Context: an optimization exercise on an open-source flow, tuned for small area, a short achievable clock period and few clock cycles per item. The choices shown serve that exercise and are no tape-out recipe.
In this exercise RTL edits were held to simulation tests only and were not proved equivalent to the original.

==> inputs of run X <==
==> flow/design.v <==
`timescale 1ns/1ps
module idct8x8 (
    input  wire clk,
    input  wire rst,
    input  wire in_we,
    input  wire [5:0] in_addr,
    input  wire signed [15:0] in_data,
    input  wire start,
    output reg  done,
    input  wire [5:0] out_addr,
    output wire [7:0] out_data
);
    localparam WW = 19;                
    reg [64*WW-1:0] w;                 
    reg rowph, colph;
    reg [3:0] cnt;
    wire idle = ~rowph & ~colph;
    wire dov  = rowph | (start & idle);
    wire doh  = colph;
    reg s_row, s_odd, s_even;
    always @(posedge clk or posedge rst) begin
        if (rst) begin
            s_row <= 1'b1; s_odd <= 1'b0; s_even <= 1'b0;
        end else begin
            s_row  <= ~(colph | (dov & cnt == 4'd8)) | (colph & cnt == 4'd8);
            s_odd  <= (dov & cnt == 4'd8) | (colph & cnt <= 4'd2);
            s_even <= colph & cnt >= 4'd3 & cnt <= 4'd7;
        end
    end
    reg [159:0] v;
    integer i;
    always @(*) begin
        for (i = 0; i < 8; i = i + 1)
            v[i*20 +: 20] = ({20{s_row}}  & {{4{w[((i+4)%8)*WW+15]}}, w[((i+4)%8)*WW +: 16]})
                          | ({20{s_odd}}  & {w[(i*8)*WW +: WW], 1'b0})
                          | ({20{s_even}} & {w[(i*8)*WW+WW-1], w[(i*8)*WW +: WW]});
    end
    reg [87:0] g;
    reg [83:0] d;
    reg [7:0] f;
    function signed [1:0] wrapf;
        input signed [20:0] dd;
        input rm;
        begin
            if (rm) wrapf = (dd >= 21'sd43691) ? 2'sd1 : (dd <= -21'sd43691) ? -2'sd1 : 2'sd0;
            else    wrapf = (dd >= 21'sd699051) ? 2'sd1 : (dd <= -21'sd699051) ? -2'sd1 : 2'sd0;
        end
    endfunction
    function [21:0] add4;
        input signed [19:0] a0, b0, c0, d0;
        input neg;
        reg [21:0] a, b, c, dd, s1, c1, s2, c2;
        begin
            a = {{2{a0[19]}}, a0};
            b = {{2{b0[19]}}, b0};
            c = {{2{c0[19]}}, c0} ^ {22{neg}};
            dd = {{2{d0[19]}}, d0} ^ {22{neg}};
            s1 = a ^ b ^ c;
            c1 = {(a[20:0] & b[20:0]) | (a[20:0] & c[20:0]) | (b[20:0] & c[20:0]), neg};
            s2 = s1 ^ c1 ^ dd;
            c2 = {(s1[20:0] & c1[20:0]) | (s1[20:0] & dd[20:0]) | (c1[20:0] & dd[20:0]), neg};
            add4 = s2 + c2;
        end
    endfunction
    wire signed [19:0] x0 = v[0 +: 20], x1 = v[20 +: 20], x2 = v[40 +: 20], x3 = v[60 +: 20];
    wire signed [19:0] x4 = v[80 +: 20], x5 = v[100 +: 20], x6 = v[120 +: 20], x7 = v[140 +: 20];
    reg signed [20:0] dd [0:3];
    always @(*) begin
        g[0 +: 22]  = add4(x0, x4, x2, x6, 1'b0);
        g[22 +: 22] = add4(x1, x5, x3, x7, 1'b0);
        g[44 +: 22] = add4(x0, x4, x2, x6, 1'b1);
        g[66 +: 22] = add4(x1, x5, x3, x7, 1'b1);
        dd[0] = x0 - x4;
        dd[1] = x1 - x5;
        dd[2] = x2 - x6;
        dd[3] = x3 - x7;
        for (i = 0; i < 4; i = i + 1) begin
            d[i*21 +: 21] = dd[i];
            f[i*2 +: 2] = wrapf(dd[i], ~colph);
        end
    end
    reg [87:0] pg;
    reg [83:0] pd;
    reg [7:0] pf;
    reg rm2;
    always @(posedge clk) begin
        pg <= g;
        pd <= d;
        pf <= f;
        rm2 <= ~colph;
    end
    reg [91:0] y;
    reg [91:0] h;
    reg [63:0] px;
    function [7:0] pixel;
        input [23:0] yy;
        reg same, hi;
        reg [7:0] q;
        begin
            same = (yy[23:10] == 14'd0) | (yy[23:10] == 14'h3fff);
            q = yy[10:3] + {7'd0, yy[2]};
            hi = ~yy[23] & yy[2] & (yy[9:3] == 7'h7f);
            pixel = (~same | hi) ? {8{~yy[23]}} : {~q[7], q[6:0]};
        end
    endfunction
    function [22:0] addcorr;
        input [22:0] b;
        input signed [2:0] t;
        input rm;
        reg [5:0] a;
        begin
            a = rm ? {{3{t[2]}}, t} : {t[1:0], 4'd0};
            addcorr = {b[22:17] + a, b[16:0]};
        end
    endfunction
    wire signed [21:0] g0 = pg[0 +: 22], g1 = pg[22 +: 22], g2 = pg[44 +: 22], g3 = pg[66 +: 22];
    wire signed [20:0] d0 = pd[0 +: 21], d1 = pd[21 +: 21], d2 = pd[42 +: 21], d3 = pd[63 +: 21];
    wire signed [1:0] f0 = pf[0 +: 2], f1 = pf[2 +: 2], f2 = pf[4 +: 2], f3 = pf[6 +: 2];
    function [22:0] addbk;
        input [22:0] a, b;
        input ci;
        reg [22:0] p, g, p0;
        integer ii, jj;
        begin
            p = a ^ b; g = a & b; p0 = p;
            g[0] = g[0] | (p[0] & ci);
            for (ii = 1; ii <= 5; ii = ii + 1)
                for (jj = 2**ii - 1; jj < 23; jj = jj + 2**ii) begin
                    g[jj] = g[jj] | p[jj] & g[jj - 2**(ii-1)];
                    p[jj] = p[jj] & p[jj - 2**(ii-1)];
                end
            for (ii = 5; ii > 0; ii = ii - 1)
                for (jj = 2**ii + 2**(ii-1) - 1; jj < 23; jj = jj + 2**ii) begin
                    g[jj] = g[jj] | p[jj] & g[jj - 2**(ii-1)];
                    p[jj] = p[jj] & p[jj - 2**(ii-1)];
                end
            addbk = p0 ^ {g[21:0], ci};
        end
    endfunction
    reg signed [22:0] yy [0:3];
    reg signed [22:0] hh [0:3];
    always @(*) begin
        yy[0] = addbk({g0[21], g0}, {g1[21], g1}, 1'b0);
        yy[1] = addbk({g0[21], g0}, ~{g1[21], g1}, 1'b1);
        yy[2] = addbk({g2[21], g2}, {g3[21], g3}, 1'b0);
        yy[3] = addbk({g2[21], g2}, ~{g3[21], g3}, 1'b1);
        hh[0] = addcorr(addbk({d0[20], d0, 1'b0}, ~{{2{d1[20]}}, d1}, 1'b1), f1 - f0, rm2);
        hh[1] = addcorr(addbk({{2{d0[20]}}, d0}, {d1[20], d1, 1'b0}, 1'b0), -f0 - f1, rm2);
        hh[2] = addcorr(addbk({d2[20], d2, 1'b0}, ~{{2{d3[20]}}, d3}, 1'b1), f3 - f2, rm2);
        hh[3] = addcorr(addbk({{2{d2[20]}}, d2}, {d3[20], d3, 1'b0}, 1'b0), -f2 - f3, rm2);
        for (i = 0; i < 4; i = i + 1) begin
            y[i*23 +: 23] = yy[i];
            h[i*23 +: 23] = hh[i];
            px[i*8 +: 8] = pixel({yy[i][22], yy[i]});
            px[(i+4)*8 +: 8] = pixel({hh[i], 1'b0});
        end
    end
    function [5:0] phys;
        input [5:0] a;
        phys = {a[5:3], a[2:0] + 3'd4};
    endfunction
    wire [5:0] pin = phys(in_addr);
    reg [63:0] wsel, hsel;
    always @(*) begin
        for (i = 0; i < 64; i = i + 1) begin
            wsel[i] = ~dov & ~doh & in_we & (pin == i);
            hsel[i] = ~dov & ~doh & ~(in_we & (pin == i));
        end
    end
    wire [64*WW-1:0] wn;
    genvar gr, gc;
    generate
        for (gr = 0; gr < 8; gr = gr + 1) begin : R
            for (gc = 0; gc < 8; gc = gc + 1) begin : C
                localparam integer K = (gr*8 + gc)*WW;
                wire [WW-1:0] vs, hs;
                if (gr == 7) begin
                    if (gc >= 4) assign vs = y[(gc-4)*23 +: WW];
                    else         assign vs = h[gc*23 +: WW];
                end else         assign vs = w[K+8*WW +: WW];
                if (gc == 7) assign hs = {w[K+8 +: WW-8], px[gr*8 +: 8]};
                else         assign hs = w[K+WW +: WW];
                assign wn[K +: 16] = ({16{dov}} & vs[15:0]) | ({16{doh}} & hs[15:0])
                                   | ({16{wsel[gr*8+gc]}} & in_data) | ({16{hsel[gr*8+gc]}} & w[K +: 16]);
                assign wn[K+16 +: WW-16] = dov ? vs[WW-1:16] : hs[WW-1:16];
            end
        end
    endgenerate
    always @(posedge clk) w <= wn;
    always @(posedge clk or posedge rst) begin
        if (rst) begin
            rowph <= 1'b0;
            colph <= 1'b0;
            cnt <= 4'd0;
            done <= 1'b0;
        end else begin
            done <= 1'b0;
            if (dov) begin
                if (cnt == 4'd8) begin rowph <= 1'b0; colph <= 1'b1; cnt <= 4'd0; end
                else begin rowph <= 1'b1; cnt <= cnt + 4'd1; end
            end else if (doh) begin
                if (cnt == 4'd8) begin colph <= 1'b0; done <= 1'b1; cnt <= 4'd0; end
                else cnt <= cnt + 4'd1;
            end
        end
    end
    wire [511:0] pix;
    generate
        for (gr = 0; gr < 64; gr = gr + 1) begin : P
            assign pix[gr*8 +: 8] = w[phys(gr)*WW +: 8];
        end
    endgenerate
    idct_rdmux u_rd (.d(pix), .a(out_addr), .q(out_data));
endmodule
module idct_rdmux (
    input  wire [511:0] d,
    input  wire [5:0] a,
    output reg  [7:0] q
);
    reg [7:0] lo, hi;
    reg [7:0] part [0:7];
    integer i, j;
    always @(*) begin
        for (i = 0; i < 8; i = i + 1) begin
            lo[i] = (a[2:0] == i);
            hi[i] = (a[5:3] == i);
        end
        for (j = 0; j < 8; j = j + 1) begin
            part[j] = 8'd0;
            for (i = 0; i < 8; i = i + 1) part[j] = part[j] | ({8{lo[i]}} & d[(j*8+i)*8 +: 8]);
        end
        q = 8'd0;
        for (j = 0; j < 8; j = j + 1) q = q | ({8{hi[j]}} & part[j]);
    end
endmodule
==> flow/run.sh <==
#!/bin/bash
# synth_recipe.tcl (not shown) runs the flow's synth.tcl, then flattens the netlist and writes it again
# the make line also repeats each setting of config.mk as NAME=value (left out here)
make -C /OpenROAD-flow-scripts/flow DESIGN_CONFIG=/design/flow/config.mk WORK_HOME=/design/flow/orfs CLKGATE_MAP_FILE= SYNTH_SCRIPT=/design/flow/synth_recipe.tcl finish
==> flow/config.mk <==
export PLATFORM = sky130hd
export DESIGN_NAME = idct8x8
export DESIGN_NICKNAME = idct8x8
export VERILOG_FILES = /design/flow/design.v
export SDC_FILE = /design/flow/constraint.sdc
export NUM_CORES = 8
export LEC_CHECK = 0
export CAP_MARGIN = 20
export CELL_PAD_IN_SITES_DETAIL_PLACEMENT = 1
export CORE_MARGIN = 2
export CORE_UTILIZATION = 35
export CTS_CLUSTER_DIAMETER = 80
export CTS_CLUSTER_SIZE = 24
export PLACE_DENSITY = 0.5
export SETUP_SLACK_MARGIN = 4.2
export SLEW_MARGIN = 20
export SYNTH_HIERARCHICAL = 1
==> flow/constraint.sdc <==
create_clock -name core_clock -period 10.0 [get_ports {clk}]
set_input_delay 2.0000 -clock core_clock [delete_from_list [all_inputs] [get_ports {clk}]]
set_output_delay 2.0000 -clock core_clock [all_outputs]
set_load 0.01 [all_outputs]
==> run Z: changes against run X <==
--- a/flow/design.v
+++ b/flow/design.v
@@ -17,105 +17,25 @@
     wire idle = ~rowph & ~colph;
     wire dov  = rowph | (start & idle);
     wire doh  = colph;
-    reg s_row, s_odd, s_even;
+    reg s_row, s_odd;
     always @(posedge clk or posedge rst) begin
         if (rst) begin
-            s_row <= 1'b1; s_odd <= 1'b0; s_even <= 1'b0;
+            s_row <= 1'b1; s_odd <= 1'b0;
         end else begin
             s_row  <= ~(colph | (dov & cnt == 4'd8)) | (colph & cnt == 4'd8);
             s_odd  <= (dov & cnt == 4'd8) | (colph & cnt <= 4'd2);
-            s_even <= colph & cnt >= 4'd3 & cnt <= 4'd7;
         end
     end
     reg [159:0] v;
     integer i;
     always @(*) begin
         for (i = 0; i < 8; i = i + 1)
-            v[i*20 +: 20] = ({20{s_row}}  & {{4{w[((i+4)%8)*WW+15]}}, w[((i+4)%8)*WW +: 16]})
-                          | ({20{s_odd}}  & {w[(i*8)*WW +: WW], 1'b0})
-                          | ({20{s_even}} & {w[(i*8)*WW+WW-1], w[(i*8)*WW +: WW]});
+            v[i*20 +: 20] = s_row ? {{4{w[((i+4)%8)*WW+15]}}, w[((i+4)%8)*WW +: 16]}
+                          : s_odd ? {w[(i*8)*WW +: WW], 1'b0}
+                          : {w[(i*8)*WW+WW-1], w[(i*8)*WW +: WW]};
     end
     reg [87:0] g;
     reg [83:0] d;
-    reg [7:0] f;
-    function signed [1:0] wrapf;
-        input signed [20:0] dd;
-        input rm;
-        begin
-            if (rm) wrapf = (dd >= 21'sd43691) ? 2'sd1 : (dd <= -21'sd43691) ? -2'sd1 : 2'sd0;
-            else    wrapf = (dd >= 21'sd699051) ? 2'sd1 : (dd <= -21'sd699051) ? -2'sd1 : 2'sd0;
-        end
-    endfunction
-    function [21:0] add4;
-        input signed [19:0] a0, b0, c0, d0;
-        input neg;
-        reg [21:0] a, b, c, dd, s1, c1, s2, c2;
-        begin
-            a = {{2{a0[19]}}, a0};
-            b = {{2{b0[19]}}, b0};
-            c = {{2{c0[19]}}, c0} ^ {22{neg}};
-            dd = {{2{d0[19]}}, d0} ^ {22{neg}};
-            s1 = a ^ b ^ c;
-            c1 = {(a[20:0] & b[20:0]) | (a[20:0] & c[20:0]) | (b[20:0] & c[20:0]), neg};
-            s2 = s1 ^ c1 ^ dd;
-            c2 = {(s1[20:0] & c1[20:0]) | (s1[20:0] & dd[20:0]) | (c1[20:0] & dd[20:0]), neg};
-            add4 = s2 + c2;
-        end
-    endfunction
-    wire signed [19:0] x0 = v[0 +: 20], x1 = v[20 +: 20], x2 = v[40 +: 20], x3 = v[60 +: 20];
-    wire signed [19:0] x4 = v[80 +: 20], x5 = v[100 +: 20], x6 = v[120 +: 20], x7 = v[140 +: 20];
-    reg signed [20:0] dd [0:3];
-    always @(*) begin
-        g[0 +: 22]  = add4(x0, x4, x2, x6, 1'b0);
-        g[22 +: 22] = add4(x1, x5, x3, x7, 1'b0);
-        g[44 +: 22] = add4(x0, x4, x2, x6, 1'b1);
-        g[66 +: 22] = add4(x1, x5, x3, x7, 1'b1);
-        dd[0] = x0 - x4;
-        dd[1] = x1 - x5;
-        dd[2] = x2 - x6;
-        dd[3] = x3 - x7;
-        for (i = 0; i < 4; i = i + 1) begin
-            d[i*21 +: 21] = dd[i];
-            f[i*2 +: 2] = wrapf(dd[i], ~colph);
-        end
-    end
-    reg [87:0] pg;
-    reg [83:0] pd;
-    reg [7:0] pf;
-    reg rm2;
-    always @(posedge clk) begin
-        pg <= g;
-        pd <= d;
-        pf <= f;
-        rm2 <= ~colph;
-    end
-    reg [91:0] y;
-    reg [91:0] h;
-    reg [63:0] px;
-    function [7:0] pixel;
-        input [23:0] yy;
-        reg same, hi;
-        reg [7:0] q;
-        begin
-            same = (yy[23:10] == 14'd0) | (yy[23:10] == 14'h3fff);
-            q = yy[10:3] + {7'd0, yy[2]};
-            hi = ~yy[23] & yy[2] & (yy[9:3] == 7'h7f);
-            pixel = (~same | hi) ? {8{~yy[23]}} : {~q[7], q[6:0]};
-        end
-    endfunction
-    function [22:0] addcorr;
-        input [22:0] b;
-        input signed [2:0] t;
-        input rm;
-        reg [5:0] a;
-        begin
-            a = rm ? {{3{t[2]}}, t} : {t[1:0], 4'd0};
-            addcorr = {b[22:17] + a, b[16:0]};
-        end
-    endfunction
-    wire signed [21:0] g0 = pg[0 +: 22], g1 = pg[22 +: 22], g2 = pg[44 +: 22], g3 = pg[66 +: 22];
-    wire signed [20:0] d0 = pd[0 +: 21], d1 = pd[21 +: 21], d2 = pd[42 +: 21], d3 = pd[63 +: 21];
-    wire signed [1:0] f0 = pf[0 +: 2], f1 = pf[2 +: 2], f2 = pf[4 +: 2], f3 = pf[6 +: 2];
     function [22:0] addbk;
         input [22:0] a, b;
         input ci;
@@ -137,6 +57,81 @@
             addbk = p0 ^ {g[21:0], ci};
         end
     endfunction
+    function [21:0] add4;
+        input signed [19:0] a0, b0, c0, d0;
+        input neg;
+        reg [21:0] a, b, c, dd, s1, c1, s2, c2;
+        begin
+            a = {{2{a0[19]}}, a0};
+            b = {{2{b0[19]}}, b0};
+            c = {{2{c0[19]}}, c0} ^ {22{neg}};
+            dd = {{2{d0[19]}}, d0} ^ {22{neg}};
+            s1 = a ^ b ^ c;
+            c1 = {(a[20:0] & b[20:0]) | (a[20:0] & c[20:0]) | (b[20:0] & c[20:0]), neg};
+            s2 = s1 ^ c1 ^ dd;
+            c2 = {(s1[20:0] & c1[20:0]) | (s1[20:0] & dd[20:0]) | (c1[20:0] & dd[20:0]), neg};
+            add4 = addbk({s2[21], s2}, {c2[21], c2}, 1'b0);
+        end
+    endfunction
+    wire signed [19:0] x0 = v[0 +: 20], x1 = v[20 +: 20], x2 = v[40 +: 20], x3 = v[60 +: 20];
+    wire signed [19:0] x4 = v[80 +: 20], x5 = v[100 +: 20], x6 = v[120 +: 20], x7 = v[140 +: 20];
+    reg signed [20:0] dd [0:3];
+    always @(*) begin
+        g[0 +: 22]  = add4(x0, x4, x2, x6, 1'b0);
+        g[22 +: 22] = add4(x1, x5, x3, x7, 1'b0);
+        g[44 +: 22] = add4(x0, x4, x2, x6, 1'b1);
+        g[66 +: 22] = add4(x1, x5, x3, x7, 1'b1);
+        dd[0] = addbk({{3{x0[19]}}, x0}, ~{{3{x4[19]}}, x4}, 1'b1);
+        dd[1] = addbk({{3{x1[19]}}, x1}, ~{{3{x5[19]}}, x5}, 1'b1);
+        dd[2] = addbk({{3{x2[19]}}, x2}, ~{{3{x6[19]}}, x6}, 1'b1);
+        dd[3] = addbk({{3{x3[19]}}, x3}, ~{{3{x7[19]}}, x7}, 1'b1);
+        for (i = 0; i < 4; i = i + 1) begin
+            d[i*21 +: 21] = dd[i];
+        end
+    end
+    reg [87:0] pg;
+    reg [83:0] pd;
+    reg rm2;
+    always @(posedge clk) begin
+        pg <= g;
+        pd <= d;
+        rm2 <= ~colph;
+    end
+    reg [91:0] y;
+    reg [91:0] h;
+    reg [63:0] px;
+    function [7:0] pixel;
+        input [23:0] yy;
+        reg same, hi;
+        reg [7:0] q;
+        begin
+            same = (yy[23:10] == 14'd0) | (yy[23:10] == 14'h3fff);
+            q = yy[10:3] + {7'd0, yy[2]};
+            hi = ~yy[23] & yy[2] & (yy[9:3] == 7'h7f);
+            pixel = (~same | hi) ? {8{~yy[23]}} : {~q[7], q[6:0]};
+        end
+    endfunction
+    function [22:0] addcorr;
+        input [22:0] b;
+        input signed [2:0] t;
+        input rm;
+        reg [5:0] a;
+        begin
+            a = rm ? {{3{t[2]}}, t} : {t[1:0], 4'd0};
+            addcorr = {b[22:17] + a, b[16:0]};
+        end
+    endfunction
+    wire signed [21:0] g0 = pg[0 +: 22], g1 = pg[22 +: 22], g2 = pg[44 +: 22], g3 = pg[66 +: 22];
+    wire signed [20:0] d0 = pd[0 +: 21], d1 = pd[21 +: 21], d2 = pd[42 +: 21], d3 = pd[63 +: 21];
+    function signed [1:0] wrapf;
+        input signed [20:0] dd;
+        input rm;
+        begin
+            if (rm) wrapf = (dd >= 21'sd43691) ? 2'sd1 : (dd <= -21'sd43691) ? -2'sd1 : 2'sd0;
+            else    wrapf = (dd >= 21'sd699051) ? 2'sd1 : (dd <= -21'sd699051) ? -2'sd1 : 2'sd0;
+        end
+    endfunction
+    wire signed [1:0] f0 = wrapf(d0, rm2), f1 = wrapf(d1, rm2), f2 = wrapf(d2, rm2), f3 = wrapf(d3, rm2);
     reg signed [22:0] yy [0:3];
     reg signed [22:0] hh [0:3];
     always @(*) begin
CELL_PAD_IN_SITES_DETAIL_PLACEMENT = unset   (was 1)
CORE_UTILIZATION = 45   (was 35)
CTS_BUF_LIST = sky130_fd_sc_hd__clkbuf_8   (was unset)
CTS_CLUSTER_DIAMETER = 60   (was 80)
CTS_CLUSTER_SIZE = 16   (was 24)
PLACE_DENSITY = unset   (was 0.5)
SETUP_SLACK_MARGIN = 4.0   (was 4.2)
==> comparison <==
Run Z completed with no timing, DRC or antenna violations. Run X finished with timing, DRC and antenna clean.
Between run X and run Z, the lower fmax is in run X (gap about 1%, measured against run Z).
Of run Z and run X, run Z has the higher worst hold slack (gap 0.0040 ns).
Clock skew: run X is lower than run Z (0.036 ns).
Die area: run Z is smaller than run X (22%).
In run X the wire length is higher than in run Z, by about 11%.
In run Z the via count is lower than in run X, by 4.2%.
Between run X and run Z, the lower final area is in run Z (gap about 5.5%, measured against run Z).
Against run Z, the sequential share of layout area of run X is lower by 1.5 points.
Testbench counts of run X, summed over its fixed seeds: cycles 18,688, blocks 128.
Testbench counts of run Z, summed over its fixed seeds: cycles 18,688, blocks 128.

static timing again, ports no longer ideal:
How much do the figures lean on ideal ports? The routed layouts below were timed once more, with nothing changed but the port constraints. Step 1 (the two cells are an assumption about what drives the block):
set clk [get_ports {clk}]
set_driving_cell -lib_cell sky130_fd_sc_hd__clkbuf_16 $clk
set_driving_cell -lib_cell sky130_fd_sc_hd__buf_2 [delete_from_list [all_inputs] $clk]
Step 2 times the ports against the registers' clock, not the clock port: input delays grow and output delays shrink by t, the midpoint of the rising clock arrivals with the driver on. a / b / c = ideal ports / drivers / drivers and shift; a / b = the first two.
run	t, ns	slack for setup (ns)	worst setup path at the end	pins driven straight from the clock port
run X	0.924	3.794 / 3.611 / 3.419	input to register	1
run Z	1.091	3.859 / 3.642 / 2.952	input to register	1
After both steps setup and hold are still met in every run listed. The setup slack of run Z, which loses most, moves by -0.217 ns with the drivers and by -0.907 ns with both steps.
